This design comes from an exercise in tuning for small area on the open sky130 flow, not from production work. In this exercise RTL edits were held to simulation tests only and were not proved equivalent to the original.

==> design/flow/design.v <==
`timescale 1 ns / 1 ns
module filter(
  input                clk         ,
  input                reset       ,
  input                sample_en   ,
  input signed [11:0]  filter_in   ,
  input [15:0]         coefdata    ,
  input                coefdata_en ,
  output signed [11:0] filter_out  ,
  output               out_valid
  );
  wire start = sample_en & ~coefdata_en;
  reg        busy;       
  reg        run;        
  reg  [5:0] s;          
  reg  [5:0] kk;         
  reg  [5:0] gd;         
  reg  [3:0] tj;         
  reg  [2:0] ta;
  reg  [5:0] f;          
  reg  [5:0] nsamp;      
  reg        pend;       
  reg  [3:0] v;          
  reg [11:0] out_reg;
  reg        valid_reg;
  reg [15:0] cr [0:60];
  reg [15:0] e  [0:3];
  wire       vany  = |v;
  wire       gapok = (kk == 6'd0)  | (kk == 6'd5)  | (kk == 6'd10) | (kk == 6'd15) |
                     (kk == 6'd20) | (kk == 6'd25) | (kk == 6'd30) | (kk == 6'd35) |
                     (kk == 6'd40) | (kk == 6'd45) | (kk == 6'd50) | (kk == 6'd55) |
                     (kk == 6'd60);
  wire       insc  = gapok & (vany | coefdata_en);
  wire [15:0] newc = v[3] ? e[3] : v[2] ? e[2] : v[1] ? e[1] : v[0] ? e[0] : coefdata;
  integer i;
  always @(posedge clk) begin
    for (i = 0; i < 60; i = i + 1) cr[i] <= cr[i+1];
    cr[60] <= cr[0];
    if (insc) begin
      for (i = 0; i < 12; i = i + 1)
        if (kk == 5 * i) cr[59 - 5 * i] <= newc;
      if (kk == 6'd60) cr[60] <= newc;
    end
    e[0] <= coefdata; e[1] <= e[0]; e[2] <= e[1]; e[3] <= e[2];
  end
  reg [11:0] dr [0:60];
  reg [11:0] xb;
  wire insd = pend & (gd == 6'd0);
  always @(posedge clk) begin
    for (i = 0; i < 60; i = i + 1) dr[i] <= dr[i+1];
    dr[60] <= insd ? xb : dr[0];
    if (start) xb <= filter_in;
  end
  reg [15:0] ctap;
  always @(*) begin
    case (ta)
      3'd0: ctap = cr[0];
      3'd1: ctap = cr[1];
      3'd2: ctap = cr[2];
      3'd3: ctap = cr[3];
      3'd4: ctap = cr[4];
      3'd5: ctap = cr[5];
      default: ctap = cr[6];
    endcase
  end
  reg [11:0] dtap;
  always @(*) begin
    case (tj)
      4'd0: dtap = dr[0];
      4'd1: dtap = dr[7];
      4'd2: dtap = dr[14];
      4'd3: dtap = dr[21];
      4'd4: dtap = dr[28];
      4'd5: dtap = dr[35];
      4'd6: dtap = dr[42];
      4'd7: dtap = dr[49];
      default: dtap = dr[56];
    endcase
  end
  wire       go   = busy & ~run & ~vany;
  wire       mac  = run | go;
  wire       last = run & (s == 6'd60);
  wire [6:0] kr   = {1'b0, kk} + {4'd0, ta} + 7'd1;       
  wire [5:0] k    = (kr >= 7'd61) ? kr - 7'd61 : kr[5:0];
  wire       val  = (k >= f) & (k < nsamp);               
  wire [11:0] xa  = val ? dtap : 12'd0;
  wire [15:0] cb  = ctap;
  reg  [27:0] accn;       
  wire [27:0] s0n;
  wire ppn_0_0 = ~(xa[0] & cb[0]);
  wire ppn_0_1 = ~(xa[0] & cb[1]);
  wire ppn_0_2 = ~(xa[0] & cb[2]);
  wire ppn_0_3 = ~(xa[0] & cb[3]);
  wire ppn_0_4 = ~(xa[0] & cb[4]);
  wire ppn_0_5 = ~(xa[0] & cb[5]);
  wire ppn_0_6 = ~(xa[0] & cb[6]);
  wire ppn_0_7 = ~(xa[0] & cb[7]);
  wire ppn_0_8 = ~(xa[0] & cb[8]);
  wire ppn_0_9 = ~(xa[0] & cb[9]);
  wire ppn_0_10 = ~(xa[0] & cb[10]);
  wire ppn_0_11 = ~(xa[0] & cb[11]);
  wire ppn_0_12 = ~(xa[0] & cb[12]);
  wire ppn_0_13 = ~(xa[0] & cb[13]);
  wire ppn_0_14 = ~(xa[0] & cb[14]);
  wire ppn_0_15 = xa[0] & cb[15];
  wire ppn_1_0 = ~(xa[1] & cb[0]);
  wire ppn_1_1 = ~(xa[1] & cb[1]);
  wire ppn_1_2 = ~(xa[1] & cb[2]);
  wire ppn_1_3 = ~(xa[1] & cb[3]);
  wire ppn_1_4 = ~(xa[1] & cb[4]);
  wire ppn_1_5 = ~(xa[1] & cb[5]);
  wire ppn_1_6 = ~(xa[1] & cb[6]);
  wire ppn_1_7 = ~(xa[1] & cb[7]);
  wire ppn_1_8 = ~(xa[1] & cb[8]);
  wire ppn_1_9 = ~(xa[1] & cb[9]);
  wire ppn_1_10 = ~(xa[1] & cb[10]);
  wire ppn_1_11 = ~(xa[1] & cb[11]);
  wire ppn_1_12 = ~(xa[1] & cb[12]);
  wire ppn_1_13 = ~(xa[1] & cb[13]);
  wire ppn_1_14 = ~(xa[1] & cb[14]);
  wire ppn_1_15 = xa[1] & cb[15];
  wire ppn_2_0 = ~(xa[2] & cb[0]);
  wire ppn_2_1 = ~(xa[2] & cb[1]);
  wire ppn_2_2 = ~(xa[2] & cb[2]);
  wire ppn_2_3 = ~(xa[2] & cb[3]);
  wire ppn_2_4 = ~(xa[2] & cb[4]);
  wire ppn_2_5 = ~(xa[2] & cb[5]);
  wire ppn_2_6 = ~(xa[2] & cb[6]);
  wire ppn_2_7 = ~(xa[2] & cb[7]);
  wire ppn_2_8 = ~(xa[2] & cb[8]);
  wire ppn_2_9 = ~(xa[2] & cb[9]);
  wire ppn_2_10 = ~(xa[2] & cb[10]);
  wire ppn_2_11 = ~(xa[2] & cb[11]);
  wire ppn_2_12 = ~(xa[2] & cb[12]);
  wire ppn_2_13 = ~(xa[2] & cb[13]);
  wire ppn_2_14 = ~(xa[2] & cb[14]);
  wire ppn_2_15 = xa[2] & cb[15];
  wire ppn_3_0 = ~(xa[3] & cb[0]);
  wire ppn_3_1 = ~(xa[3] & cb[1]);
  wire ppn_3_2 = ~(xa[3] & cb[2]);
  wire ppn_3_3 = ~(xa[3] & cb[3]);
  wire ppn_3_4 = ~(xa[3] & cb[4]);
  wire ppn_3_5 = ~(xa[3] & cb[5]);
  wire ppn_3_6 = ~(xa[3] & cb[6]);
  wire ppn_3_7 = ~(xa[3] & cb[7]);
  wire ppn_3_8 = ~(xa[3] & cb[8]);
  wire ppn_3_9 = ~(xa[3] & cb[9]);
  wire ppn_3_10 = ~(xa[3] & cb[10]);
  wire ppn_3_11 = ~(xa[3] & cb[11]);
  wire ppn_3_12 = ~(xa[3] & cb[12]);
  wire ppn_3_13 = ~(xa[3] & cb[13]);
  wire ppn_3_14 = ~(xa[3] & cb[14]);
  wire ppn_3_15 = xa[3] & cb[15];
  wire ppn_4_0 = ~(xa[4] & cb[0]);
  wire ppn_4_1 = ~(xa[4] & cb[1]);
  wire ppn_4_2 = ~(xa[4] & cb[2]);
  wire ppn_4_3 = ~(xa[4] & cb[3]);
  wire ppn_4_4 = ~(xa[4] & cb[4]);
  wire ppn_4_5 = ~(xa[4] & cb[5]);
  wire ppn_4_6 = ~(xa[4] & cb[6]);
  wire ppn_4_7 = ~(xa[4] & cb[7]);
  wire ppn_4_8 = ~(xa[4] & cb[8]);
  wire ppn_4_9 = ~(xa[4] & cb[9]);
  wire ppn_4_10 = ~(xa[4] & cb[10]);
  wire ppn_4_11 = ~(xa[4] & cb[11]);
  wire ppn_4_12 = ~(xa[4] & cb[12]);
  wire ppn_4_13 = ~(xa[4] & cb[13]);
  wire ppn_4_14 = ~(xa[4] & cb[14]);
  wire ppn_4_15 = xa[4] & cb[15];
  wire ppn_5_0 = ~(xa[5] & cb[0]);
  wire ppn_5_1 = ~(xa[5] & cb[1]);
  wire ppn_5_2 = ~(xa[5] & cb[2]);
  wire ppn_5_3 = ~(xa[5] & cb[3]);
  wire ppn_5_4 = ~(xa[5] & cb[4]);
  wire ppn_5_5 = ~(xa[5] & cb[5]);
  wire ppn_5_6 = ~(xa[5] & cb[6]);
  wire ppn_5_7 = ~(xa[5] & cb[7]);
  wire ppn_5_8 = ~(xa[5] & cb[8]);
  wire ppn_5_9 = ~(xa[5] & cb[9]);
  wire ppn_5_10 = ~(xa[5] & cb[10]);
  wire ppn_5_11 = ~(xa[5] & cb[11]);
  wire ppn_5_12 = ~(xa[5] & cb[12]);
  wire ppn_5_13 = ~(xa[5] & cb[13]);
  wire ppn_5_14 = ~(xa[5] & cb[14]);
  wire ppn_5_15 = xa[5] & cb[15];
  wire ppn_6_0 = ~(xa[6] & cb[0]);
  wire ppn_6_1 = ~(xa[6] & cb[1]);
  wire ppn_6_2 = ~(xa[6] & cb[2]);
  wire ppn_6_3 = ~(xa[6] & cb[3]);
  wire ppn_6_4 = ~(xa[6] & cb[4]);
  wire ppn_6_5 = ~(xa[6] & cb[5]);
  wire ppn_6_6 = ~(xa[6] & cb[6]);
  wire ppn_6_7 = ~(xa[6] & cb[7]);
  wire ppn_6_8 = ~(xa[6] & cb[8]);
  wire ppn_6_9 = ~(xa[6] & cb[9]);
  wire ppn_6_10 = ~(xa[6] & cb[10]);
  wire ppn_6_11 = ~(xa[6] & cb[11]);
  wire ppn_6_12 = ~(xa[6] & cb[12]);
  wire ppn_6_13 = ~(xa[6] & cb[13]);
  wire ppn_6_14 = ~(xa[6] & cb[14]);
  wire ppn_6_15 = xa[6] & cb[15];
  wire ppn_7_0 = ~(xa[7] & cb[0]);
  wire ppn_7_1 = ~(xa[7] & cb[1]);
  wire ppn_7_2 = ~(xa[7] & cb[2]);
  wire ppn_7_3 = ~(xa[7] & cb[3]);
  wire ppn_7_4 = ~(xa[7] & cb[4]);
  wire ppn_7_5 = ~(xa[7] & cb[5]);
  wire ppn_7_6 = ~(xa[7] & cb[6]);
  wire ppn_7_7 = ~(xa[7] & cb[7]);
  wire ppn_7_8 = ~(xa[7] & cb[8]);
  wire ppn_7_9 = ~(xa[7] & cb[9]);
  wire ppn_7_10 = ~(xa[7] & cb[10]);
  wire ppn_7_11 = ~(xa[7] & cb[11]);
  wire ppn_7_12 = ~(xa[7] & cb[12]);
  wire ppn_7_13 = ~(xa[7] & cb[13]);
  wire ppn_7_14 = ~(xa[7] & cb[14]);
  wire ppn_7_15 = xa[7] & cb[15];
  wire ppn_8_0 = ~(xa[8] & cb[0]);
  wire ppn_8_1 = ~(xa[8] & cb[1]);
  wire ppn_8_2 = ~(xa[8] & cb[2]);
  wire ppn_8_3 = ~(xa[8] & cb[3]);
  wire ppn_8_4 = ~(xa[8] & cb[4]);
  wire ppn_8_5 = ~(xa[8] & cb[5]);
  wire ppn_8_6 = ~(xa[8] & cb[6]);
  wire ppn_8_7 = ~(xa[8] & cb[7]);
  wire ppn_8_8 = ~(xa[8] & cb[8]);
  wire ppn_8_9 = ~(xa[8] & cb[9]);
  wire ppn_8_10 = ~(xa[8] & cb[10]);
  wire ppn_8_11 = ~(xa[8] & cb[11]);
  wire ppn_8_12 = ~(xa[8] & cb[12]);
  wire ppn_8_13 = ~(xa[8] & cb[13]);
  wire ppn_8_14 = ~(xa[8] & cb[14]);
  wire ppn_8_15 = xa[8] & cb[15];
  wire ppn_9_0 = ~(xa[9] & cb[0]);
  wire ppn_9_1 = ~(xa[9] & cb[1]);
  wire ppn_9_2 = ~(xa[9] & cb[2]);
  wire ppn_9_3 = ~(xa[9] & cb[3]);
  wire ppn_9_4 = ~(xa[9] & cb[4]);
  wire ppn_9_5 = ~(xa[9] & cb[5]);
  wire ppn_9_6 = ~(xa[9] & cb[6]);
  wire ppn_9_7 = ~(xa[9] & cb[7]);
  wire ppn_9_8 = ~(xa[9] & cb[8]);
  wire ppn_9_9 = ~(xa[9] & cb[9]);
  wire ppn_9_10 = ~(xa[9] & cb[10]);
  wire ppn_9_11 = ~(xa[9] & cb[11]);
  wire ppn_9_12 = ~(xa[9] & cb[12]);
  wire ppn_9_13 = ~(xa[9] & cb[13]);
  wire ppn_9_14 = ~(xa[9] & cb[14]);
  wire ppn_9_15 = xa[9] & cb[15];
  wire ppn_10_0 = ~(xa[10] & cb[0]);
  wire ppn_10_1 = ~(xa[10] & cb[1]);
  wire ppn_10_2 = ~(xa[10] & cb[2]);
  wire ppn_10_3 = ~(xa[10] & cb[3]);
  wire ppn_10_4 = ~(xa[10] & cb[4]);
  wire ppn_10_5 = ~(xa[10] & cb[5]);
  wire ppn_10_6 = ~(xa[10] & cb[6]);
  wire ppn_10_7 = ~(xa[10] & cb[7]);
  wire ppn_10_8 = ~(xa[10] & cb[8]);
  wire ppn_10_9 = ~(xa[10] & cb[9]);
  wire ppn_10_10 = ~(xa[10] & cb[10]);
  wire ppn_10_11 = ~(xa[10] & cb[11]);
  wire ppn_10_12 = ~(xa[10] & cb[12]);
  wire ppn_10_13 = ~(xa[10] & cb[13]);
  wire ppn_10_14 = ~(xa[10] & cb[14]);
  wire ppn_10_15 = xa[10] & cb[15];
  wire ppn_11_0 = xa[11] & cb[0];
  wire ppn_11_1 = xa[11] & cb[1];
  wire ppn_11_2 = xa[11] & cb[2];
  wire ppn_11_3 = xa[11] & cb[3];
  wire ppn_11_4 = xa[11] & cb[4];
  wire ppn_11_5 = xa[11] & cb[5];
  wire ppn_11_6 = xa[11] & cb[6];
  wire ppn_11_7 = xa[11] & cb[7];
  wire ppn_11_8 = xa[11] & cb[8];
  wire ppn_11_9 = xa[11] & cb[9];
  wire ppn_11_10 = xa[11] & cb[10];
  wire ppn_11_11 = xa[11] & cb[11];
  wire ppn_11_12 = xa[11] & cb[12];
  wire ppn_11_13 = xa[11] & cb[13];
  wire ppn_11_14 = xa[11] & cb[14];
  wire ppn_11_15 = ~(xa[11] & cb[15]);
  wire s0, c0;
  fir_han u0 (.a(ppn_0_11), .b(ppn_1_10), .s(s0), .co(c0));
  wire s1, c1;
  fir_han u1 (.a(ppn_0_12), .b(ppn_1_11), .s(s1), .co(c1));
  wire s2, c2;
  fir_han u2 (.a(ppn_0_13), .b(ppn_1_12), .s(s2), .co(c2));
  wire s3, c3;
  fir_han u3 (.a(ppn_0_14), .b(ppn_1_13), .s(s3), .co(c3));
  wire s4, c4;
  fir_ha u4 (.a(ppn_0_15), .b(ppn_1_14), .s(s4), .co(c4));
  wire s5, c5;
  fir_han u5 (.a(ppn_0_8), .b(ppn_1_7), .s(s5), .co(c5));
  wire s6, c6;
  fir_fa u6 (.a(ppn_0_9), .b(ppn_1_8), .c(ppn_2_7), .s(s6), .co(c6));
  wire s7, c7;
  fir_han u7 (.a(ppn_3_6), .b(ppn_4_5), .s(s7), .co(c7));
  wire s8, c8;
  fir_fa u8 (.a(ppn_0_10), .b(ppn_1_9), .c(ppn_2_8), .s(s8), .co(c8));
  wire s9, c9;
  fir_fa u9 (.a(ppn_3_7), .b(ppn_4_6), .c(ppn_5_5), .s(s9), .co(c9));
  wire s10, c10;
  fir_han u10 (.a(ppn_6_4), .b(ppn_7_3), .s(s10), .co(c10));
  wire s11, c11;
  fir_ha u11 (.a(s0), .b(ppn_2_9), .s(s11), .co(c11));
  wire s12, c12;
  fir_fa u12 (.a(ppn_3_8), .b(ppn_4_7), .c(ppn_5_6), .s(s12), .co(c12));
  wire s13, c13;
  fir_fa u13 (.a(ppn_6_5), .b(ppn_7_4), .c(ppn_8_3), .s(s13), .co(c13));
  wire s14, c14;
  fir_han u14 (.a(ppn_9_2), .b(ppn_10_1), .s(s14), .co(c14));
  wire s15, c15;
  fir_fa u15 (.a(c0), .b(s1), .c(ppn_2_10), .s(s15), .co(c15));
  wire s16, c16;
  fir_fa u16 (.a(ppn_3_9), .b(ppn_4_8), .c(ppn_5_7), .s(s16), .co(c16));
  wire s17, c17;
  fir_fa u17 (.a(ppn_6_6), .b(ppn_7_5), .c(ppn_8_4), .s(s17), .co(c17));
  wire s18, c18;
  fir_fa u18 (.a(ppn_9_3), .b(ppn_10_2), .c(ppn_11_1), .s(s18), .co(c18));
  wire s19, c19;
  fir_fa u19 (.a(c1), .b(s2), .c(ppn_2_11), .s(s19), .co(c19));
  wire s20, c20;
  fir_fa u20 (.a(ppn_3_10), .b(ppn_4_9), .c(ppn_5_8), .s(s20), .co(c20));
  wire s21, c21;
  fir_fa u21 (.a(ppn_6_7), .b(ppn_7_6), .c(ppn_8_5), .s(s21), .co(c21));
  wire s22, c22;
  fir_fa u22 (.a(ppn_9_4), .b(ppn_10_3), .c(ppn_11_2), .s(s22), .co(c22));
  wire s23, c23;
  fir_fa u23 (.a(c2), .b(s3), .c(ppn_2_12), .s(s23), .co(c23));
  wire s24, c24;
  fir_fa u24 (.a(ppn_3_11), .b(ppn_4_10), .c(ppn_5_9), .s(s24), .co(c24));
  wire s25, c25;
  fir_fa u25 (.a(ppn_6_8), .b(ppn_7_7), .c(ppn_8_6), .s(s25), .co(c25));
  wire s26, c26;
  fir_fa u26 (.a(ppn_9_5), .b(ppn_10_4), .c(ppn_11_3), .s(s26), .co(c26));
  wire s27, c27;
  fir_fa u27 (.a(c3), .b(s4), .c(ppn_2_13), .s(s27), .co(c27));
  wire s28, c28;
  fir_fa u28 (.a(ppn_3_12), .b(ppn_4_11), .c(ppn_5_10), .s(s28), .co(c28));
  wire s29, c29;
  fir_fa u29 (.a(ppn_6_9), .b(ppn_7_8), .c(ppn_8_7), .s(s29), .co(c29));
  wire s30, c30;
  fir_fa u30 (.a(ppn_9_6), .b(ppn_10_5), .c(ppn_11_4), .s(s30), .co(c30));
  wire s31, c31;
  fir_fa u31 (.a(c4), .b(ppn_1_15), .c(ppn_2_14), .s(s31), .co(c31));
  wire s32, c32;
  fir_fa u32 (.a(ppn_3_13), .b(ppn_4_12), .c(ppn_5_11), .s(s32), .co(c32));
  wire s33, c33;
  fir_fa u33 (.a(ppn_6_10), .b(ppn_7_9), .c(ppn_8_8), .s(s33), .co(c33));
  wire s34, c34;
  fir_fa u34 (.a(ppn_9_7), .b(ppn_10_6), .c(ppn_11_5), .s(s34), .co(c34));
  wire s35, c35;
  fir_fa u35 (.a(ppn_2_15), .b(ppn_3_14), .c(ppn_4_13), .s(s35), .co(c35));
  wire s36, c36;
  fir_fa u36 (.a(ppn_5_12), .b(ppn_6_11), .c(ppn_7_10), .s(s36), .co(c36));
  wire s37, c37;
  fir_fa u37 (.a(ppn_8_9), .b(ppn_9_8), .c(ppn_10_7), .s(s37), .co(c37));
  wire s38, c38;
  fir_fa u38 (.a(ppn_3_15), .b(ppn_4_14), .c(ppn_5_13), .s(s38), .co(c38));
  wire s39, c39;
  fir_fa u39 (.a(ppn_6_12), .b(ppn_7_11), .c(ppn_8_10), .s(s39), .co(c39));
  wire s40, c40;
  fir_fa u40 (.a(ppn_4_15), .b(ppn_5_14), .c(ppn_6_13), .s(s40), .co(c40));
  wire s41, c41;
  fir_han u41 (.a(ppn_0_5), .b(ppn_1_4), .s(s41), .co(c41));
  wire s42, c42;
  fir_fa u42 (.a(ppn_0_6), .b(ppn_1_5), .c(ppn_2_4), .s(s42), .co(c42));
  wire s43, c43;
  fir_han u43 (.a(ppn_3_3), .b(ppn_4_2), .s(s43), .co(c43));
  wire s44, c44;
  fir_fa u44 (.a(ppn_0_7), .b(ppn_1_6), .c(ppn_2_5), .s(s44), .co(c44));
  wire s45, c45;
  fir_fa u45 (.a(ppn_3_4), .b(ppn_4_3), .c(ppn_5_2), .s(s45), .co(c45));
  wire s46, c46;
  fir_han u46 (.a(ppn_6_1), .b(ppn_7_0), .s(s46), .co(c46));
  wire s47, c47;
  fir_fa u47 (.a(s5), .b(ppn_2_6), .c(ppn_3_5), .s(s47), .co(c47));
  wire s48, c48;
  fir_fa u48 (.a(ppn_4_4), .b(ppn_5_3), .c(ppn_6_2), .s(s48), .co(c48));
  wire s49, c49;
  fir_fa u49 (.a(ppn_7_1), .b(ppn_8_0), .c(accn[8]), .s(s49), .co(c49));
  wire s50, c50;
  fir_fa u50 (.a(c5), .b(s6), .c(s7), .s(s50), .co(c50));
  wire s51, c51;
  fir_fa u51 (.a(ppn_5_4), .b(ppn_6_3), .c(ppn_7_2), .s(s51), .co(c51));
  wire s52, c52;
  fir_fa u52 (.a(ppn_8_1), .b(ppn_9_0), .c(accn[9]), .s(s52), .co(c52));
  wire s53, c53;
  fir_fa u53 (.a(c6), .b(c7), .c(s8), .s(s53), .co(c53));
  wire s54, c54;
  fir_fa u54 (.a(s9), .b(s10), .c(ppn_8_2), .s(s54), .co(c54));
  wire s55, c55;
  fir_fa u55 (.a(ppn_9_1), .b(ppn_10_0), .c(accn[10]), .s(s55), .co(c55));
  wire s56, c56;
  fir_fa u56 (.a(c8), .b(c9), .c(c10), .s(s56), .co(c56));
  wire s57, c57;
  fir_fa u57 (.a(s11), .b(s12), .c(s13), .s(s57), .co(c57));
  wire s58, c58;
  fir_fa u58 (.a(s14), .b(ppn_11_0), .c(accn[11]), .s(s58), .co(c58));
  wire s59, c59;
  fir_fa u59 (.a(c11), .b(c12), .c(c13), .s(s59), .co(c59));
  wire s60, c60;
  fir_fa u60 (.a(c14), .b(s15), .c(s16), .s(s60), .co(c60));
  wire s61, c61;
  fir_fa u61 (.a(s17), .b(s18), .c(accn[12]), .s(s61), .co(c61));
  wire s62, c62;
  fir_fa u62 (.a(c15), .b(c16), .c(c17), .s(s62), .co(c62));
  wire s63, c63;
  fir_fa u63 (.a(c18), .b(s19), .c(s20), .s(s63), .co(c63));
  wire s64, c64;
  fir_fa u64 (.a(s21), .b(s22), .c(accn[13]), .s(s64), .co(c64));
  wire s65, c65;
  fir_fa u65 (.a(c19), .b(c20), .c(c21), .s(s65), .co(c65));
  wire s66, c66;
  fir_fa u66 (.a(c22), .b(s23), .c(s24), .s(s66), .co(c66));
  wire s67, c67;
  fir_fa u67 (.a(s25), .b(s26), .c(accn[14]), .s(s67), .co(c67));
  wire s68, c68;
  fir_fa u68 (.a(c23), .b(c24), .c(c25), .s(s68), .co(c68));
  wire s69, c69;
  fir_fa u69 (.a(c26), .b(s27), .c(s28), .s(s69), .co(c69));
  wire s70, c70;
  fir_fa u70 (.a(s29), .b(s30), .c(accn[15]), .s(s70), .co(c70));
  wire s71, c71;
  fir_fa u71 (.a(c27), .b(c28), .c(c29), .s(s71), .co(c71));
  wire s72, c72;
  fir_fa u72 (.a(c30), .b(s31), .c(s32), .s(s72), .co(c72));
  wire s73, c73;
  fir_fa u73 (.a(s33), .b(s34), .c(accn[16]), .s(s73), .co(c73));
  wire s74, c74;
  fir_fa u74 (.a(c31), .b(c32), .c(c33), .s(s74), .co(c74));
  wire s75, c75;
  fir_fa u75 (.a(c34), .b(s35), .c(s36), .s(s75), .co(c75));
  wire s76, c76;
  fir_fa u76 (.a(s37), .b(ppn_11_6), .c(accn[17]), .s(s76), .co(c76));
  wire s77, c77;
  fir_fa u77 (.a(c35), .b(c36), .c(c37), .s(s77), .co(c77));
  wire s78, c78;
  fir_fa u78 (.a(s38), .b(s39), .c(ppn_9_9), .s(s78), .co(c78));
  wire s79, c79;
  fir_fa u79 (.a(ppn_10_8), .b(ppn_11_7), .c(accn[18]), .s(s79), .co(c79));
  wire s80, c80;
  fir_fa u80 (.a(c38), .b(c39), .c(s40), .s(s80), .co(c80));
  wire s81, c81;
  fir_fa u81 (.a(ppn_7_12), .b(ppn_8_11), .c(ppn_9_10), .s(s81), .co(c81));
  wire s82, c82;
  fir_fa u82 (.a(ppn_10_9), .b(ppn_11_8), .c(accn[19]), .s(s82), .co(c82));
  wire s83, c83;
  fir_fa u83 (.a(c40), .b(ppn_5_15), .c(ppn_6_14), .s(s83), .co(c83));
  wire s84, c84;
  fir_fa u84 (.a(ppn_7_13), .b(ppn_8_12), .c(ppn_9_11), .s(s84), .co(c84));
  wire s85, c85;
  fir_fa u85 (.a(ppn_10_10), .b(ppn_11_9), .c(accn[20]), .s(s85), .co(c85));
  wire s86, c86;
  fir_fa u86 (.a(ppn_6_15), .b(ppn_7_14), .c(ppn_8_13), .s(s86), .co(c86));
  wire s87, c87;
  fir_fa u87 (.a(ppn_9_12), .b(ppn_10_11), .c(ppn_11_10), .s(s87), .co(c87));
  wire s88, c88;
  fir_fa u88 (.a(ppn_7_15), .b(ppn_8_14), .c(ppn_9_13), .s(s88), .co(c88));
  wire s89, c89;
  fir_han u89 (.a(ppn_0_3), .b(ppn_1_2), .s(s89), .co(c89));
  wire s90, c90;
  fir_fa u90 (.a(ppn_0_4), .b(ppn_1_3), .c(ppn_2_2), .s(s90), .co(c90));
  wire s91, c91;
  fir_han u91 (.a(ppn_3_1), .b(ppn_4_0), .s(s91), .co(c91));
  wire s92, c92;
  fir_fa u92 (.a(s41), .b(ppn_2_3), .c(ppn_3_2), .s(s92), .co(c92));
  wire s93, c93;
  fir_fa u93 (.a(ppn_4_1), .b(ppn_5_0), .c(accn[5]), .s(s93), .co(c93));
  wire s94, c94;
  fir_fa u94 (.a(c41), .b(s42), .c(s43), .s(s94), .co(c94));
  wire s95, c95;
  fir_fa u95 (.a(ppn_5_1), .b(ppn_6_0), .c(accn[6]), .s(s95), .co(c95));
  wire s96, c96;
  fir_fa u96 (.a(c42), .b(c43), .c(s44), .s(s96), .co(c96));
  wire s97, c97;
  fir_fa u97 (.a(s45), .b(s46), .c(accn[7]), .s(s97), .co(c97));
  wire s98, c98;
  fir_fa u98 (.a(c44), .b(c45), .c(c46), .s(s98), .co(c98));
  wire s99, c99;
  fir_fa u99 (.a(s47), .b(s48), .c(s49), .s(s99), .co(c99));
  wire s100, c100;
  fir_fa u100 (.a(c47), .b(c48), .c(c49), .s(s100), .co(c100));
  wire s101, c101;
  fir_fa u101 (.a(s50), .b(s51), .c(s52), .s(s101), .co(c101));
  wire s102, c102;
  fir_fa u102 (.a(c50), .b(c51), .c(c52), .s(s102), .co(c102));
  wire s103, c103;
  fir_fa u103 (.a(s53), .b(s54), .c(s55), .s(s103), .co(c103));
  wire s104, c104;
  fir_fa u104 (.a(c53), .b(c54), .c(c55), .s(s104), .co(c104));
  wire s105, c105;
  fir_fa u105 (.a(s56), .b(s57), .c(s58), .s(s105), .co(c105));
  wire s106, c106;
  fir_fa u106 (.a(c56), .b(c57), .c(c58), .s(s106), .co(c106));
  wire s107, c107;
  fir_fa u107 (.a(s59), .b(s60), .c(s61), .s(s107), .co(c107));
  wire s108, c108;
  fir_fa u108 (.a(c59), .b(c60), .c(c61), .s(s108), .co(c108));
  wire s109, c109;
  fir_fa u109 (.a(s62), .b(s63), .c(s64), .s(s109), .co(c109));
  wire s110, c110;
  fir_fa u110 (.a(c62), .b(c63), .c(c64), .s(s110), .co(c110));
  wire s111, c111;
  fir_fa u111 (.a(s65), .b(s66), .c(s67), .s(s111), .co(c111));
  wire s112, c112;
  fir_fa u112 (.a(c65), .b(c66), .c(c67), .s(s112), .co(c112));
  wire s113, c113;
  fir_fa u113 (.a(s68), .b(s69), .c(s70), .s(s113), .co(c113));
  wire s114, c114;
  fir_fa u114 (.a(c68), .b(c69), .c(c70), .s(s114), .co(c114));
  wire s115, c115;
  fir_fa u115 (.a(s71), .b(s72), .c(s73), .s(s115), .co(c115));
  wire s116, c116;
  fir_fa u116 (.a(c71), .b(c72), .c(c73), .s(s116), .co(c116));
  wire s117, c117;
  fir_fa u117 (.a(s74), .b(s75), .c(s76), .s(s117), .co(c117));
  wire s118, c118;
  fir_fa u118 (.a(c74), .b(c75), .c(c76), .s(s118), .co(c118));
  wire s119, c119;
  fir_fa u119 (.a(s77), .b(s78), .c(s79), .s(s119), .co(c119));
  wire s120, c120;
  fir_fa u120 (.a(c77), .b(c78), .c(c79), .s(s120), .co(c120));
  wire s121, c121;
  fir_fa u121 (.a(s80), .b(s81), .c(s82), .s(s121), .co(c121));
  wire s122, c122;
  fir_fa u122 (.a(c80), .b(c81), .c(c82), .s(s122), .co(c122));
  wire s123, c123;
  fir_fa u123 (.a(s83), .b(s84), .c(s85), .s(s123), .co(c123));
  wire s124, c124;
  fir_fa u124 (.a(c83), .b(c84), .c(c85), .s(s124), .co(c124));
  wire s125, c125;
  fir_fa u125 (.a(s86), .b(s87), .c(accn[21]), .s(s125), .co(c125));
  wire s126, c126;
  fir_fa u126 (.a(c86), .b(c87), .c(s88), .s(s126), .co(c126));
  wire s127, c127;
  fir_fa u127 (.a(ppn_10_12), .b(ppn_11_11), .c(accn[22]), .s(s127), .co(c127));
  wire s128, c128;
  fir_fa u128 (.a(c88), .b(ppn_8_15), .c(ppn_9_14), .s(s128), .co(c128));
  wire s129, c129;
  fir_fa u129 (.a(ppn_10_13), .b(ppn_11_12), .c(accn[23]), .s(s129), .co(c129));
  wire s130, c130;
  fir_fa u130 (.a(ppn_9_15), .b(ppn_10_14), .c(ppn_11_13), .s(s130), .co(c130));
  wire s131, c131;
  fir_han u131 (.a(ppn_0_2), .b(ppn_1_1), .s(s131), .co(c131));
  wire s132, c132;
  fir_fa u132 (.a(s89), .b(ppn_2_1), .c(ppn_3_0), .s(s132), .co(c132));
  wire s133, c133;
  fir_fa u133 (.a(c89), .b(s90), .c(s91), .s(s133), .co(c133));
  wire s134, c134;
  fir_fa u134 (.a(c90), .b(c91), .c(s92), .s(s134), .co(c134));
  wire s135, c135;
  fir_fa u135 (.a(c92), .b(c93), .c(s94), .s(s135), .co(c135));
  wire s136, c136;
  fir_fa u136 (.a(c94), .b(c95), .c(s96), .s(s136), .co(c136));
  wire s137, c137;
  fir_fa u137 (.a(c96), .b(c97), .c(s98), .s(s137), .co(c137));
  wire s138, c138;
  fir_fa u138 (.a(c98), .b(c99), .c(s100), .s(s138), .co(c138));
  wire s139, c139;
  fir_fa u139 (.a(c100), .b(c101), .c(s102), .s(s139), .co(c139));
  wire s140, c140;
  fir_fa u140 (.a(c102), .b(c103), .c(s104), .s(s140), .co(c140));
  wire s141, c141;
  fir_fa u141 (.a(c104), .b(c105), .c(s106), .s(s141), .co(c141));
  wire s142, c142;
  fir_fa u142 (.a(c106), .b(c107), .c(s108), .s(s142), .co(c142));
  wire s143, c143;
  fir_fa u143 (.a(c108), .b(c109), .c(s110), .s(s143), .co(c143));
  wire s144, c144;
  fir_fa u144 (.a(c110), .b(c111), .c(s112), .s(s144), .co(c144));
  wire s145, c145;
  fir_fa u145 (.a(c112), .b(c113), .c(s114), .s(s145), .co(c145));
  wire s146, c146;
  fir_fa u146 (.a(c114), .b(c115), .c(s116), .s(s146), .co(c146));
  wire s147, c147;
  fir_fa u147 (.a(c116), .b(c117), .c(s118), .s(s147), .co(c147));
  wire s148, c148;
  fir_fa u148 (.a(c118), .b(c119), .c(s120), .s(s148), .co(c148));
  wire s149, c149;
  fir_fa u149 (.a(c120), .b(c121), .c(s122), .s(s149), .co(c149));
  wire s150, c150;
  fir_fa u150 (.a(c122), .b(c123), .c(s124), .s(s150), .co(c150));
  wire s151, c151;
  fir_fa u151 (.a(c124), .b(c125), .c(s126), .s(s151), .co(c151));
  wire s152, c152;
  fir_fa u152 (.a(c126), .b(c127), .c(s128), .s(s152), .co(c152));
  wire s153, c153;
  fir_fa u153 (.a(c128), .b(c129), .c(s130), .s(s153), .co(c153));
  wire s154, c154;
  fir_fa u154 (.a(c130), .b(ppn_10_15), .c(ppn_11_14), .s(s154), .co(c154));
  wire s155, c155;
  fir_han u155 (.a(ppn_0_1), .b(ppn_1_0), .s(s155), .co(c155));
  wire s156, c156;
  fir_fa u156 (.a(s131), .b(ppn_2_0), .c(accn[2]), .s(s156), .co(c156));
  wire s157, c157;
  fir_fa u157 (.a(c131), .b(s132), .c(accn[3]), .s(s157), .co(c157));
  wire s158, c158;
  fir_fa u158 (.a(c132), .b(s133), .c(accn[4]), .s(s158), .co(c158));
  wire s159, c159;
  fir_fa u159 (.a(c133), .b(s134), .c(s93), .s(s159), .co(c159));
  wire s160, c160;
  fir_fa u160 (.a(c134), .b(s135), .c(s95), .s(s160), .co(c160));
  wire s161, c161;
  fir_fa u161 (.a(c135), .b(s136), .c(s97), .s(s161), .co(c161));
  wire s162, c162;
  fir_fa u162 (.a(c136), .b(s137), .c(s99), .s(s162), .co(c162));
  wire s163, c163;
  fir_fa u163 (.a(c137), .b(s138), .c(s101), .s(s163), .co(c163));
  wire s164, c164;
  fir_fa u164 (.a(c138), .b(s139), .c(s103), .s(s164), .co(c164));
  wire s165, c165;
  fir_fa u165 (.a(c139), .b(s140), .c(s105), .s(s165), .co(c165));
  wire s166, c166;
  fir_fa u166 (.a(c140), .b(s141), .c(s107), .s(s166), .co(c166));
  wire s167, c167;
  fir_fa u167 (.a(c141), .b(s142), .c(s109), .s(s167), .co(c167));
  wire s168, c168;
  fir_fa u168 (.a(c142), .b(s143), .c(s111), .s(s168), .co(c168));
  wire s169, c169;
  fir_fa u169 (.a(c143), .b(s144), .c(s113), .s(s169), .co(c169));
  wire s170, c170;
  fir_fa u170 (.a(c144), .b(s145), .c(s115), .s(s170), .co(c170));
  wire s171, c171;
  fir_fa u171 (.a(c145), .b(s146), .c(s117), .s(s171), .co(c171));
  wire s172, c172;
  fir_fa u172 (.a(c146), .b(s147), .c(s119), .s(s172), .co(c172));
  wire s173, c173;
  fir_fa u173 (.a(c147), .b(s148), .c(s121), .s(s173), .co(c173));
  wire s174, c174;
  fir_fa u174 (.a(c148), .b(s149), .c(s123), .s(s174), .co(c174));
  wire s175, c175;
  fir_fa u175 (.a(c149), .b(s150), .c(s125), .s(s175), .co(c175));
  wire s176, c176;
  fir_fa u176 (.a(c150), .b(s151), .c(s127), .s(s176), .co(c176));
  wire s177, c177;
  fir_fa u177 (.a(c151), .b(s152), .c(s129), .s(s177), .co(c177));
  wire s178, c178;
  fir_fa u178 (.a(c152), .b(s153), .c(accn[24]), .s(s178), .co(c178));
  wire s179, c179;
  fir_fa u179 (.a(c153), .b(s154), .c(accn[25]), .s(s179), .co(c179));
  wire s180, c180;
  fir_fa u180 (.a(c154), .b(ppn_11_15), .c(accn[26]), .s(s180), .co(c180));
  wire s181, c181;
  fir_han u181 (.a(ppn_0_0), .b(accn[0]), .s(s181), .co(c181));
  wire s182, c182;
  fir_fa u182 (.a(s155), .b(accn[1]), .c(c181), .s(s182), .co(c182));
  wire s183, c183;
  fir_fa u183 (.a(c155), .b(s156), .c(c182), .s(s183), .co(c183));
  wire s184, c184;
  fir_fa u184 (.a(c156), .b(s157), .c(c183), .s(s184), .co(c184));
  wire s185, c185;
  fir_fa u185 (.a(c157), .b(s158), .c(c184), .s(s185), .co(c185));
  wire s186, c186;
  fir_fa u186 (.a(c158), .b(s159), .c(c185), .s(s186), .co(c186));
  wire s187, c187;
  fir_fa u187 (.a(c159), .b(s160), .c(c186), .s(s187), .co(c187));
  wire s188, c188;
  fir_fa u188 (.a(c160), .b(s161), .c(c187), .s(s188), .co(c188));
  wire s189, c189;
  fir_fa u189 (.a(c161), .b(s162), .c(c188), .s(s189), .co(c189));
  wire s190, c190;
  fir_fa u190 (.a(c162), .b(s163), .c(c189), .s(s190), .co(c190));
  wire s191, c191;
  fir_fa u191 (.a(c163), .b(s164), .c(c190), .s(s191), .co(c191));
  wire s192, c192;
  fir_fa u192 (.a(c164), .b(s165), .c(c191), .s(s192), .co(c192));
  wire s193, c193;
  fir_fa u193 (.a(c165), .b(s166), .c(c192), .s(s193), .co(c193));
  wire s194, c194;
  fir_fa u194 (.a(c166), .b(s167), .c(c193), .s(s194), .co(c194));
  wire s195, c195;
  fir_fa u195 (.a(c167), .b(s168), .c(c194), .s(s195), .co(c195));
  wire s196, c196;
  fir_fa u196 (.a(c168), .b(s169), .c(c195), .s(s196), .co(c196));
  wire s197, c197;
  fir_fa u197 (.a(c169), .b(s170), .c(c196), .s(s197), .co(c197));
  wire s198, c198;
  fir_fa u198 (.a(c170), .b(s171), .c(c197), .s(s198), .co(c198));
  wire s199, c199;
  fir_fa u199 (.a(c171), .b(s172), .c(c198), .s(s199), .co(c199));
  wire s200, c200;
  fir_fa u200 (.a(c172), .b(s173), .c(c199), .s(s200), .co(c200));
  wire s201, c201;
  fir_fa u201 (.a(c173), .b(s174), .c(c200), .s(s201), .co(c201));
  wire s202, c202;
  fir_fa u202 (.a(c174), .b(s175), .c(c201), .s(s202), .co(c202));
  wire s203, c203;
  fir_fa u203 (.a(c175), .b(s176), .c(c202), .s(s203), .co(c203));
  wire s204, c204;
  fir_fa u204 (.a(c176), .b(s177), .c(c203), .s(s204), .co(c204));
  wire s205, c205;
  fir_fa u205 (.a(c177), .b(s178), .c(c204), .s(s205), .co(c205));
  wire s206, c206;
  fir_fa u206 (.a(c178), .b(s179), .c(c205), .s(s206), .co(c206));
  wire s207, c207;
  fir_fa u207 (.a(c179), .b(s180), .c(c206), .s(s207), .co(c207));
  wire s208, c208;
  fir_fa u208 (.a(c180), .b(accn[27]), .c(c207), .s(s208), .co(c208));
  assign s0n = {s208, s207, s206, s205, s204, s203, s202, s201, s200, s199, s198, s197, s196, s195, s194, s193, s192, s191, s190, s189, s188, s187, s186, s185, s184, s183, s182, s181};
  wire sp = (xa == 12'h800) & (cb == 16'h8000);    
  wire [27:0] sumn = {~(s0n[27] ^ sp), s0n[26:0]};    
  always @(posedge clk) accn <= mac ? sumn : 28'hfffffff;
  wire [27:0] sum = ~sumn;
  wire        rnd = sum[15] & (sum[16] | (|sum[14:0]));
  wire [11:0] y;
  wire [12:0] yc;
  assign yc[0] = rnd;
  genvar g;
  generate for (g = 0; g < 12; g = g + 1) begin : yinc
    fir_ha u (.a(sum[16+g]), .b(yc[g]), .s(y[g]), .co(yc[g+1]));
  end endgenerate
  wire [1:0] de = {1'b0, insc} + {1'b0, start};    
  always @(posedge clk or posedge reset) begin
    if (reset) begin
      busy <= 1'b0; run <= 1'b0; s <= 6'd0; kk <= 6'd0; gd <= 6'd0;
      tj <= 4'd1; ta <= 3'd6; f <= 6'd61; nsamp <= 6'd0; pend <= 1'b0;
      v <= 4'd0; out_reg <= 12'd0; valid_reg <= 1'b0;
    end else begin
      if (!insc) kk <= (kk == 6'd60) ? 6'd0 : kk + 6'd1;
      v[0] <= coefdata_en & ~(insc & ~vany);
      v[1] <= v[0] & ~(insc & v[0] & ~v[1] & ~v[2] & ~v[3]);
      v[2] <= v[1] & ~(insc & v[1] & ~v[2] & ~v[3]);
      v[3] <= v[2] & ~(insc & v[2] & ~v[3]);
      if (start) gd <= (gd == 6'd0) ? 6'd59 : (gd == 6'd1) ? 6'd60 : gd - 6'd2;
      else       gd <= (gd == 6'd0) ? 6'd60 : gd - 6'd1;
      if (start) pend <= 1'b1;
      else if (insd) pend <= 1'b0;
      if (de == 2'd1) begin
        if (ta != 3'd6) ta <= ta + 3'd1;
        else if (tj != 4'd0) begin tj <= tj - 4'd1; ta <= 3'd0; end
        else begin tj <= 4'd8; ta <= 3'd2; end
      end else if (de == 2'd2) begin
        if (ta <= 3'd4) ta <= ta + 3'd2;
        else if (tj != 4'd0) begin tj <= tj - 4'd1; ta <= ta - 3'd5; end
        else begin tj <= 4'd8; ta <= ta - 3'd3; end
      end
      if (start) begin
        busy <= 1'b1;
        if (nsamp != 6'd61) nsamp <= nsamp + 6'd1;
      end
      if (go) run <= 1'b1;
      if (mac) s <= s + 6'd1;
      if (last) begin
        busy <= 1'b0; run <= 1'b0; s <= 6'd0;
        out_reg <= y;
      end
      valid_reg <= last;
      if (coefdata_en && f != 6'd2) f <= f - 6'd1;
    end
  end
  assign filter_out = out_reg;
  assign out_valid  = valid_reg;
endmodule
module fir_fa(input a, input b, input c, output s, output co);
  assign s  = a ^ b ^ c;
  assign co = (a & b) | (a & c) | (b & c);
endmodule
module fir_ha(input a, input b, output s, output co);
  assign s  = a ^ b;
  assign co = a & b;
endmodule
module fir_han(input a, input b, output s, output co);
  fir_xnor ux (.a(a), .b(b), .y(s));
  fir_or   uo (.a(a), .b(b), .y(co));
endmodule
module fir_xnor(input a, input b, output y);
  assign y = ~(a ^ b);
endmodule
module fir_or(input a, input b, output y);
  assign y = a | b;
endmodule
==> design/flow/run.sh <==
#!/bin/bash
# synth_recipe.tcl (not shown) runs the flow's synth.tcl, then flattens the netlist and writes it again
# the make line also repeats each setting of config.mk as NAME=value (left out here)
make -C /OpenROAD-flow-scripts/flow DESIGN_CONFIG=/design/flow/config.mk WORK_HOME=/design/flow/orfs CLKGATE_MAP_FILE= SYNTH_SCRIPT=/design/flow/synth_recipe.tcl finish
==> design/flow/config.mk <==
export PLATFORM = sky130hd
export DESIGN_NAME = filter
export DESIGN_NICKNAME = filter
export VERILOG_FILES = /design/flow/design.v
export SDC_FILE = /design/flow/constraint.sdc
export NUM_CORES = 4
export LEC_CHECK = 0
export ABC_AREA = 1
export CAP_MARGIN = 20
export CORE_MARGIN = 2
export CORE_UTILIZATION = 65
export CTS_BUF_LIST = sky130_fd_sc_hd__clkbuf_16
export CTS_CLUSTER_DIAMETER = 90
export CTS_CLUSTER_SIZE = 28
export SLEW_MARGIN = 20
export SYNTH_HIERARCHICAL = 1
export SYNTH_MINIMUM_KEEP_SIZE = 0
==> design/flow/constraint.sdc <==
create_clock -name core_clock -period 50.0 [get_ports {clk}]
set_input_delay 10.0000 -clock core_clock [delete_from_list [all_inputs] [get_ports {clk}]]
set_output_delay 10.0000 -clock core_clock [all_outputs]
set_load 0.01 [all_outputs]
==> results of run 1 <==
-- per-module statistics from Yosys, one instance, submodules excluded, a selection --
module,cell area (sq um),copies in the design,cells inside
filter,46310,1,3627
fir_fa,20.02,191,1
fir_xnor,18.77,16,5
fir_or,11.26,16,3
fir_ha,12.51,14,1
-- Yosys cell counts, types with 10 or more instances --
master    count
dfxtp_1    1800
nand2_1     728
inv_1       243
fa_1        192
o21ai_0     164
nor2_1      120
nand3_1     107
o21a_1       81
clkbuf_1     68
a21oi_1      58
buf_2        56
ha_1         52
dfrtp_1      49
a221oi_1     24
o21ai_1      22
inv_2        16
nor3_1       15
edfxtp_1     12
nand4_1      12
or2_2        12
a211oi_1     11
a31oi_1      11
xor2_1       11
nand2_2      10
-- per-stage QoR --
stage | hold slack (ps)
6_report | 314.7
5_1_grt | 317.1
4_1_cts | 315.8
3_5_place_dp | 312.1
3_3_place_gp | 309.5
2_1_floorplan | 309.6
-- worst max-delay path: cells and delay by family, from the launching register on --
kind,cells,cell delay [ps]
flops,1,1060
compound gates,3,480
fa+ha+maj,30,12090
buf+inv,5,900
simple gates,18,1730
-- routing by layer --
layer / GRT usage / routed length (microns) / vias up
li1: - / - / 12420
met1: 0.3312 / 43770 / 12420
met2: 0.3662 / 41130 / 460
met3: 0.02669 / 3337 / 131
met4: 0.06865 / 2498 / 0
met5: 0 / 0 / -
-- cell families (layout without fill, tap and decap cells) --
kind of cell    count (synthesis)  count (layout)  share of synthesized area
compound gates                405             405                    0.04888
xor+xnor                       13              13                   0.002242
fa+ha+maj                     244             244                    0.08849
buf+inv                       392             445                    0.03070
flops                        1869            1869                     0.7449
mux                             4               4                  0.0008868
simple gates                 1033            1033                    0.08393
-- worst min-delay path by stage --
stage,end,slack [ps],from
2_1_floorplan,cr[10][0],310,cr[11][0]
6_report,dr[14][1],310,dr[15][1]
5_1_grt,dr[3][7],320,dr[4][7]
3_3_place_gp,cr[32][1],310,cr[33][1]
3_5_place_dp,dr[19][3],310,dr[20][3]
4_1_cts,cr[21][9],320,cr[22][9]
-- area by class of cell --
class,count,area (sq um),area share
clock buffers,79,1977,0.03623
inverters,259,972.2,0.01782
multi-input cells,1699,11500,0.2108
well taps,1040,1301,0.02385
repair buffers,80,710.7,0.01302
flip-flops and latches,1869,37830,0.6933
clock inverters,27,271.5,0.004976
==> results by group, run 1 <==
Drt
  – Iteration-0 DRC Markers: 1479
  – DRC: 0
  – WL final: 90730 microns
  – Residual antenna-violating net count after detailed routing: 0
  – Via density: 5.033
  – DR vias: 25.43k
  – DRT Pass-1 Iters: 7
  – WL per Instance: 17.96 microns

Setup path
  – Reg2reg path depth: 56
  – Max incr delay on CP: 1060 ps
  – Critical Path Start: ta[2]
  – CP max stage cell: dfstp_2
  – Crit path DAT: 16940 ps
  – R2R Setup Slk: 33620 ps
  – CP endpoint: out_reg[11]
  – R2r endpoint: out_reg[11]
  – Crit Path Class: reg -> reg
  – Critical Path RT: 50570 ps
  – CP max FO: 39
  – Critical Path Start Type: register
  – RR Startpoint: ta[2]
  – CP Capture Type: register
  – CP dominant cell by count: fa_1

Global route
  – Initial antenna violation count: 0
  – Grt total ovfl: 0
  – First-pass GRT wire length: 144500 microns
  – Largest net degree at the start of global routing: 58
  – All-layer global routing usage: 0.2286
  – Number of global-route vias before repair: 26.13k

Final layout
  – Share of layout cells above drive strength 1: 0.05308
  – Max reg flops: 976
  – Commonest cells after routing, fill and taps aside: 1800 x dfxtp_1, 727 x nand2_1, 258 x inv_1, 192 x fa_1, 164 x o21ai_0
  – Largest Register: cr
  – P&R area growth vs syn: 7.440%
  – Post-route cell area: 54570 sq um
  – Commonest non-fill, non-tap cell in the layout: dfxtp_1
  – Nets@finish: 4263
  – Ant diodes: 0
  – Util after Layout: 0.7044
  – Final Non-Filler Cells: 5053
  – Biggest regs: cr x976, dr x732, e x64
  – FILL cells: 5337

Die
  – Ports: 45
  – Die width: 283.5 microns
  – Core Rows: 102
  – Initial core utilization: 0.6556
  – Die Area: 80390 sq um
  – Core ar.: 77470 sq um
  – Die Height: 283.5 microns

Clocking
  – Hold_buf cts: 0
  – Clk Latency, worst-skew pair: 670 ps
  – Clock-pin slew on the worst setup and hold paths: 110 ps
  – Clk root buf: clkbuf_16
  – Post-CTS Setup Inserts: 0
  – Clk buf depth: 3
  – CTS Buf Count: 78
  – H-Tree Depth: 3
  – Post-cts sizing count: 0
  – CTS tree: built
  – CTS sink count: 1869

Place
  – Final Wtd Congestion: 0.9009
  – DP Worst Slack: 33680 ps
  – Cells after DPL: 4947
  – DP Area: 52310 sq um
  – # port buffers: 44
  – Post-DP HPWL: 59340 microns

Timing
  – Highest clock rate: 0.06107 GHz
  – Unrepaired setup endpoints after global routing: false
  – Rel. slew slack: 0.3136
  – Skew final: 36.50 ps
  – Tightest Pin Transition: 1030 ps
  – Final setup violation count: 0
  – Final setup TNS: 0 ps
  – Final worst setup slack: 33620 ps
  – Period utilisation layout: 0.3275
  – Max-slew violations: 0
  – Final min period: 16380 ps
  – Hold Fails Final Rpt: 0

Synth
  – Post-synthesis sequential area ratio: 0.7449
  – Syn avg cell area: 12.83 sq um
  – Area leader, netlist: dfxtp_1
  – Synthesized cell area: 50790 sq um
  – Warnings from Yosys: 10
  – Synth cell types: 57
  – Async SR Flop Fraction: 0.03050
  – Synth top area share: 0.7095
  – Top cells by area, synth: dfxtp_1 71%, fa_1 7.6%, nand2_1 5.4%
  – Number of synthesized flops with an enable pin: 12
  – Predominant post-synthesis flop cell: dfxtp_1
  – Synth Register Bits: 1869
  – Post-Syn Instances: 3960

Job
  – Max_cap viols: 0

Min path
  – Hold Path Class: reg -> reg
  – Hold path cells: 0

Status
  – Status: timing/DRC/antenna clean
==> run 2: changes to the inputs <==
==> design/flow/flow/run.sh (new file) <==
#!/bin/bash
# Layout flow: the standard flow (standard.sh, ORFS) with three ORFS settings
# changed; its output goes to standard.log, ORFS's own logs to orfs/logs/.
#  - REMOVE_ABC_BUFFERS=1: drop the buffers that ABC put on high-fanout nets
#    (the clock period is long; repair_design adds back any that are needed)
#  - port buffers of the smallest buffer cell
#  - clock tree without dummy loads
set -eo pipefail
bash standard.sh \
  REMOVE_ABC_BUFFERS=1 \
  "BUFFER_PORTS_ARGS=-buffer_cell sky130_fd_sc_hd__buf_1" \
  "CTS_ARGS=-sink_clustering_enable -repair_clock_nets -sink_clustering_size 28 -sink_clustering_max_diameter 90 -buf_list sky130_fd_sc_hd__clkbuf_16 -dont_use_dummy_load" \
  finish > standard.log 2>&1
==> design/flow/standard.sh (new file) <==
#!/bin/bash
# synth_recipe.tcl (not shown) runs the flow's synth.tcl, then flattens the netlist and writes it again
# the make line also repeats each setting of config.mk as NAME=value (left out here)
make -C /OpenROAD-flow-scripts/flow DESIGN_CONFIG=/design/flow/config.mk WORK_HOME=/design/flow/orfs CLKGATE_MAP_FILE= SYNTH_SCRIPT=/design/flow/synth_recipe.tcl "${@:-finish}"
==> design/flow/config.mk (replaced) <==
export PLATFORM = sky130hd
export DESIGN_NAME = filter
export DESIGN_NICKNAME = filter
export VERILOG_FILES = /design/flow/design.v
export SDC_FILE = /design/flow/constraint.sdc
export NUM_CORES = 4
export LEC_CHECK = 0
export CAP_MARGIN = 0
export CORE_MARGIN = 2
export CORE_UTILIZATION = 65
export CTS_BUF_LIST = sky130_fd_sc_hd__clkbuf_16
export CTS_CLUSTER_DIAMETER = 90
export CTS_CLUSTER_SIZE = 28
export SLEW_MARGIN = 0
export SYNTH_HIERARCHICAL = 1
export SYNTH_MINIMUM_KEEP_SIZE = 0
removed: design/flow/run.sh
==> run 2 against run 1 <==
Still clean. Synthesized cell count decreased by 15%. Die area decreased by 0.11%. Fmax decreased by 8.0%. Hold slack got worse by 35 ps. Clock-buffer cell count decreased by 1. First-iteration DRC count decreased by 12%. Area after synthesis decreased by 0.11%. Critical path depth decreased by 6. Via count decreased by 9.5%. Sequential share of layout area increased by 0.60 points.
==> results by group, run 2 <==
Setup path
  – Reg2reg path depth: 50 (-11%)
  – Critical Path RT: 50490 ps (-80 ps)
  – Crit Path Class: reg -> reg
  – Critical Path Start Type: register
  – CP max FO: 15 (-62%)
  – CP max stage cell: nor2_1
  – CP dominant cell by count: fa_1
  – CP Capture Type: register
  – Crit path DAT: 18280 ps (+1340 ps)
  – Max incr delay on CP: 840 ps (-220 ps)

Global route
  – Initial antenna violation count: 0 (unchanged)
  – Number of global-route vias before repair: 24.37k (-6.7%)
  – First-pass GRT wire length: 135900 microns (-5.9%)
  – Largest net degree at the start of global routing: 58 (unchanged)
  – Grt total ovfl: 0 (unchanged)
  – All-layer global routing usage: 0.2143 (-0.01428)

Place
  – # port buffers: 44 (unchanged)
  – Final Wtd Congestion: 0.8559 (-5.0%)
  – Post-DP HPWL: 53410 microns (-10%)
  – Cells after DPL: 4395 (-11%)
  – DP Area: 52150 sq um (-0.31%)

Synth
  – Synth top cells by count: 1800 x dfxtp_1, 246 x mux2_2, 241 x nand2_1, 192 x fa_1, 108 x clkbuf_1
  – Predominant post-synthesis flop cell: dfxtp_1
  – Post-Syn Instances: 3385 (-15%)
  – Synth Register Bits: 1869 (unchanged)
  – Area leader, netlist: dfxtp_1
  – Synthesized cell area: 50730 sq um (-0.11%)
  – Number of synthesized flops with an enable pin: 12 (unchanged)
  – Fraction of synthesized cell area in xor and xnor cells: 0.006733 (+0.004491)
  – Post-synthesis mux area share: 0.06752 (+0.06664)
  – Largest family of logic cells by synthesized area: adder cells
  – Top cells by area, synth: dfxtp_1 71%, fa_1 7.6%, mux2_2 5.5%
  – Synth Area in Compound Gates: 0.02954 (-0.01933)
  – Synth top area share: 0.7103 (+0.0007524)
  – Dominant cell by count in the synthesized netlist: dfxtp_1
  – Warnings from Yosys: 10 (unchanged)
  – Post-synthesis sequential area ratio: 0.7457 (+0.0007899)
  – Post-synthesis simple-gate area fraction: 0.04745 (-0.03648)
  – Syn avg cell area: 14.99 sq um (+17%)
  – Async SR Flop Fraction: 0.03050 (unchanged)
  – Synth cell types: 72 (+26%)
  – Synth Area in Adders: 0.08878 (+0.0002911)

Min path
  – Hold Path Class: reg -> reg
  – Hold path cells: 0 (unchanged)

Clocking
  – Post-cts sizing count: 0 (unchanged)
  – H-Tree Depth: 3 (unchanged)
  – Hold_buf cts: 0 (unchanged)
  – Clk Latency, worst-skew pair: 670 ps (about the same)
  – Clock-pin slew on the worst setup and hold paths: 110 ps (about the same)
  – Clk buf depth: 3 (unchanged)
  – CTS Buf Count: 78 (unchanged)
  – Post-CTS Setup Inserts: 0 (unchanged)
  – Clk root buf: clkbuf_16
  – CTS sink count: 1869 (unchanged)
  – CTS tree: built

Final layout
  – Commonest cells after routing, fill and taps aside: 1800 x dfxtp_1, 246 x mux2_2, 241 x nand2_1, 192 x fa_1, 85 x nor2_1
  – Ant diodes: 0 (unchanged)
  – Nets@finish: 3711 (-13%)
  – FILL cells: 5196 (-2.6%)
  – Seq. cell area: 37830 sq um (about the same)
  – Biggest regs: cr x976, dr x732, e x64
  – Max reg flops: 976 (unchanged)
  – Share of layout cells above drive strength 1: 0.1203 (+0.06723)
  – Util after Layout: 0.6995 (-0.004872)
  – Post-route cell area: 54100 sq um (-0.86%)
  – Area of the multi-input gates: 12210 sq um (+6.1%)
  – Final Non-Filler Cells: 4473 (-11%)
  – Largest Register: cr
  – Commonest non-fill, non-tap cell in the layout: dfxtp_1
  – P&R area growth vs syn: 6.634%

Timing
  – Tightest Pin Transition: 1155 ps (+125.1 ps)
  – Unrepaired setup endpoints after global routing: false
  – Highest clock rate: 0.05620 GHz (-8.0%)
  – Period utilisation layout: 0.3559 (+0.02836)
  – Max-slew violations: 0 (unchanged)
  – Hold Fails Final Rpt: 0 (unchanged)
  – Rel. slew slack: 0.2280 (-0.08569)
  – Final min period: 17790 ps (+1418 ps)
  – Skew final: 93.84 ps (+57.34 ps)
  – Final setup TNS: 0 ps (unchanged)
  – Final setup violation count: 0 (unchanged)

Die
  – Die width: 283.4 microns (about the same)
  – Die Area: 80300 sq um (-0.11%)
  – Core ar.: 77340 sq um (-0.16%)
  – Initial core utilization: 0.6560 (about the same)
  – Core Rows: 102 (unchanged)
  – Ports: 45 (unchanged)
  – Die Height: 283.4 microns (about the same)

Drt
  – Via density: 5.143 (+2.2%)
  – DRC: 0 (unchanged)
  – DR vias: 23.01k (-9.5%)
  – DRT Pass-1 Iters: 6 (-1)
  – WL final: 84540 microns (-6.8%)
  – WL per Instance: 18.90 microns (+5.3%)
  – Residual antenna-violating net count after detailed routing: 0 (unchanged)
  – Iteration-0 DRC Markers: 1305 (-12%)

Job
  – Max_cap viols: 0 (unchanged)

Status
  – Status: timing/DRC/antenna clean
[run 2: cell count changes after synthesis, sizes merged, moves of 39 or more]
cell   before  now
nand2     739  241
mux2        4  251
inv       259   52
o21ai     186   46
nand3     118   18
o21a       81    3
mux2i       0   55
nor2      125   86
[run 2: cell type report]
type / instances / area share
timing repair buffer: 103 / 0.01124
clock buffer: 78 / 0.03608
tap: 1040 / 0.02405
sequential: 1869 / 0.6993
multi-input combinational: 1331 / 0.2257
inverter: 52 / 0.003608
[run 2: worst max-delay path, delay by kind of cell, from the launching register on]
kind	cells	cell delay, ps
XOR/XNOR	2	400
multiplexers	1	260
AO/OA/AOI/OAI	5	1280
flip-flops	1	450
adder cells (fa/ha/maj)	33	13000
buffers and inverters	3	320
AND/OR/NAND/NOR	6	1910
[run 2: modules after synthesis, one instance, submodules excluded, a selection]
| module | cell area [sq um] | copies in the design | cells | flip-flops and latches |
|---|---|---|---|---|
| filter | 46500 | 1 | 3148 | 1869 |
| fir_fa | 20.02 | 191 | 1 | 0 |
| fir_ha | 12.51 | 14 | 1 | 0 |
| fir_xnor | 8.758 | 16 | 1 | 0 |
| fir_or | 6.256 | 16 | 1 | 0 |
[run 2: worst paths after layout]
kind	startpoint	endpoint	slack, ps
hold reg to reg	cr[11][14]	cr[10][14]	280
setup reg to reg	ta[0]	out_reg[11]	32210
max in group asynchronous	reset	tj[1]	39830
hold / removal	cr[11][14]	cr[10][14]	280
min in group asynchronous	reset	out_reg[1]	9520
setup / recovery	ta[0]	out_reg[11]	32210
[run 2: metrics by stage]
step | setup slack [ps] | hold WS (ps)
5_1_grt | 31310 | 282.0
3_3_place_gp | 32570 | 309.8
6_report | 32210 | 279.9
4_1_cts | 32250 | 272.0
2_1_floorplan | 33660 | 309.6
3_5_place_dp | 32310 | 312.1
[run 2: kinds of logic after synthesis]
group	count (synthesis)
buffers and inverters	185
adder cells (fa/ha/maj)	245
XOR/XNOR	39
multiplexers	308
AO/OA/AOI/OAI	226
AND/OR/NAND/NOR	513
flip-flops	1869
[run 2: layer usage]
layer	track usage	vias to the layer above	routed length [microns]
met4	0.06561	0	2058
met1	0.3035	11410	40340
met2	0.3488	400	39190
li1	-	11070	-
met5	0	-	0
met3	0.02733	126	2959
==> run 3: changes to the inputs <==
--- a/design/flow/config.mk
+++ b/design/flow/config.mk
@@ -11,6 +11,7 @@
 export CTS_BUF_LIST = sky130_fd_sc_hd__clkbuf_16
 export CTS_CLUSTER_DIAMETER = 90
 export CTS_CLUSTER_SIZE = 28
+export GPL_TIMING_DRIVEN = 0
 export SLEW_MARGIN = 0
 export SYNTH_HIERARCHICAL = 1
 export SYNTH_MINIMUM_KEEP_SIZE = 0
==> run 3 against run 2 <==
Clock skew is 22 ps lower. Cell count is 0.60% lower. Critical endpoint unchanged. Synthesized cell count stayed put. Register-to-register slack worse by 420 ps. Utilization hardly changed. Global-route usage is 0.17 points higher. Sequential cell count stayed put.
==> results by group, run 3 <==
Status
  – Status: timing/DRC/antenna clean

Timing
  – Final setup TNS: 0 ps (unchanged)
  – Final setup violation count: 0 (unchanged)
  – Skew final: 71.93 ps (-21.91 ps)
  – Tightest Pin Transition: 1345 ps (+190.2 ps)

Final layout
  – Max reg flops: 976 (unchanged)
  – Commonest non-fill, non-tap cell in the layout: dfxtp_1
  – Commonest cells after routing, fill and taps aside: 1800 x dfxtp_1, 246 x mux2_2, 241 x nand2_1, 192 x fa_1, 82 x nor2_1
  – Largest Register: cr
  – Post-route cell area: 54080 sq um (about the same)
  – P&R area growth vs syn: 6.597% (about the same)

Setup path
  – Critical Path Start Type: register
  – CP endpoint: out_reg[11]
  – Crit path DAT: 18770 ps (+490 ps)
  – CP max stage cell: dfstp_2
  – RR Startpoint: ta[2]
  – R2r endpoint: out_reg[11]
  – Reg2reg path depth: 47 (-6.0%)
  – CP Capture Type: register
  – Crit Path Class: reg -> reg

Clocking
  – Clock-pin slew on the worst setup and hold paths: 100 ps (about the same)
  – Post-CTS Setup Inserts: 0 (unchanged)
  – CTS Buf Count: 78 (unchanged)
  – CTS sink count: 1869 (unchanged)
  – Clk Latency, worst-skew pair: 660 ps (about the same)

Min path
  – Hold Path Class: reg -> reg

Global route
  – Largest net degree at the start of global routing: 47 (-19%)
  – Initial antenna violation count: 0 (unchanged)
  – First-pass GRT wire length: 137000 microns (+0.81%)

Drt
  – WL per Instance: 18.99 microns (+0.46%)
  – DRC: 0 (unchanged)
  – DRT Pass-1 Iters: 5 (-1)
  – Via density: 5.188 (+0.88%)
  – Residual antenna-violating net count after detailed routing: 0 (unchanged)

Synth
  – Synth cell types: 72 (unchanged)
  – Post-synthesis sequential area ratio: 0.7457 (unchanged)
  – Synth top area share: 0.7103 (unchanged)
  – Top cells by area, synth: dfxtp_1 71%, fa_1 7.6%, mux2_2 5.5%
  – Async SR Flop Fraction: 0.03050 (unchanged)
  – Area leader, netlist: dfxtp_1
  – Synth top cells by count: 1800 x dfxtp_1, 246 x mux2_2, 241 x nand2_1, 192 x fa_1, 108 x clkbuf_1
  – Syn avg cell area: 14.99 sq um (unchanged)
  – Dominant cell by count in the synthesized netlist: dfxtp_1

Die
  – Ports: 45 (unchanged)
  – Core ar.: 77340 sq um (unchanged)
  – Die Height: 283.4 microns (unchanged)
  – Initial core utilization: 0.6560 (unchanged)

Place
  – DP Area: 52110 sq um (about the same)
==> run 3: cell types whose count changed in the layout (fill, tap and decap cells not counted), moves of 5 or more <==
cell     change
a31oi_1      -5
o21ai_0     -16
buf_6        +9
a31oi_2      +5
buf_4       -46
o21ai_1     +16
buf_8        +5
==> run 3: worst min-delay path by stage <==
stage                     startpoint    endpoint  slack, ps
after floorplan            cr[11][0]   cr[10][0]        310
after global placement     dr[24][3]   dr[23][3]        310
after detailed placement   cr[16][9]   cr[15][9]        310
after CTS                 dr[51][11]  dr[50][11]        280
after global routing      cr[34][10]  cr[33][10]        290
final                     dr[51][11]  dr[50][11]        280
==> run 3: metrics by stage <==
step                hold WS (ps)  instances    util  setup WS, ps
floorplan                  309.6       3252       -         33660
global placement           309.9       4336  0.6681         30740
detailed placement         312.1       4367  0.6738         31460
CTS                        277.5       4445  0.6991         31420
global route               286.1       4445  0.6992         31000
finish                     279.2       4446  0.6993         31790
==> run 3: cell type report <==
cell class,count,area [sq um]
flip-flops and latches,1869,37840
multi-input cells,1331,12270
fillers,5275,23260
repair buffers,75,526.8
well taps,1040,1301
diodes,1,2.502
inverters,52,195.2
clock buffers,78,1952
==> run 3: cell families after synthesis <==
family                   synth area share
AO/OA/AOI/OAI                     0.02954
XOR/XNOR                         0.006733
adder cells (fa/ha/maj)           0.08878
buffers and inverters             0.01430
flip-flops                         0.7457
multiplexers                      0.06752
AND/OR/NAND/NOR                   0.04745
==> run 3: worst max-delay path: cells and delay by family, from the launching register on <==
family	cells	cell delay (ps)
and+or+nand+nor	5	1660
muxes	1	260
DFF	1	1120
AOI/OAI and AO/OA	6	1260
buffers and inverters	1	330
adders and majority gates	31	12700
xor gates and xnor gates	3	750
==> run 3: metal layers <==
layer,vias up,track usage,wire [microns]
met5,-,0,0
met4,0,0.06310,2289
met3,146,0.03288,2875
met2,410,0.3494,39370
met1,11500,0.3055,39880
li1,11020,-,-
==> run 3: Yosys stat by module, one instance, submodules excluded, excerpt <==
module / times used / cell area (sq um) / flip-flops and latches / cells
fir_ha: 14 / 12.51 / 0 / 1
fir_fa: 191 / 20.02 / 0 / 1
fir_xnor: 16 / 8.758 / 0 / 1
fir_or: 16 / 6.256 / 0 / 1
filter: 1 / 46500 / 1869 / 3148

port drivers added, routing unchanged:
No port has a modelled driver above. Below, the same layouts with a new extraction and two added sets of constraints.
Step 1, drivers: a clkbuf_16 drives clk and a buf_2 each remaining input, both assumed.
Step 2 also shifts input and output timing later by t, the mid clock arrival at the registers, as if the neighbouring blocks saw the same clock.
a / b / c = ideal ports / drivers / drivers and shift; a / b = the first two.
run	shift t [ns]	setup slack, ns	hold WS [ns]	slew at the worst register clock pin (ns)	cell pins on the clock port's net
run 1	0.730	33.625 / 33.625 / 33.625	0.315 / 0.315 / 0.315	0.11 / 0.11	1
run 2	0.692	32.207 / 32.207 / 32.207	0.280 / 0.280 / 0.280	0.11 / 0.11	1
run 3	0.699	31.788 / 31.788 / 31.788	0.279 / 0.279 / 0.279	0.10 / 0.10	1
After both steps every run listed still meets setup and hold.
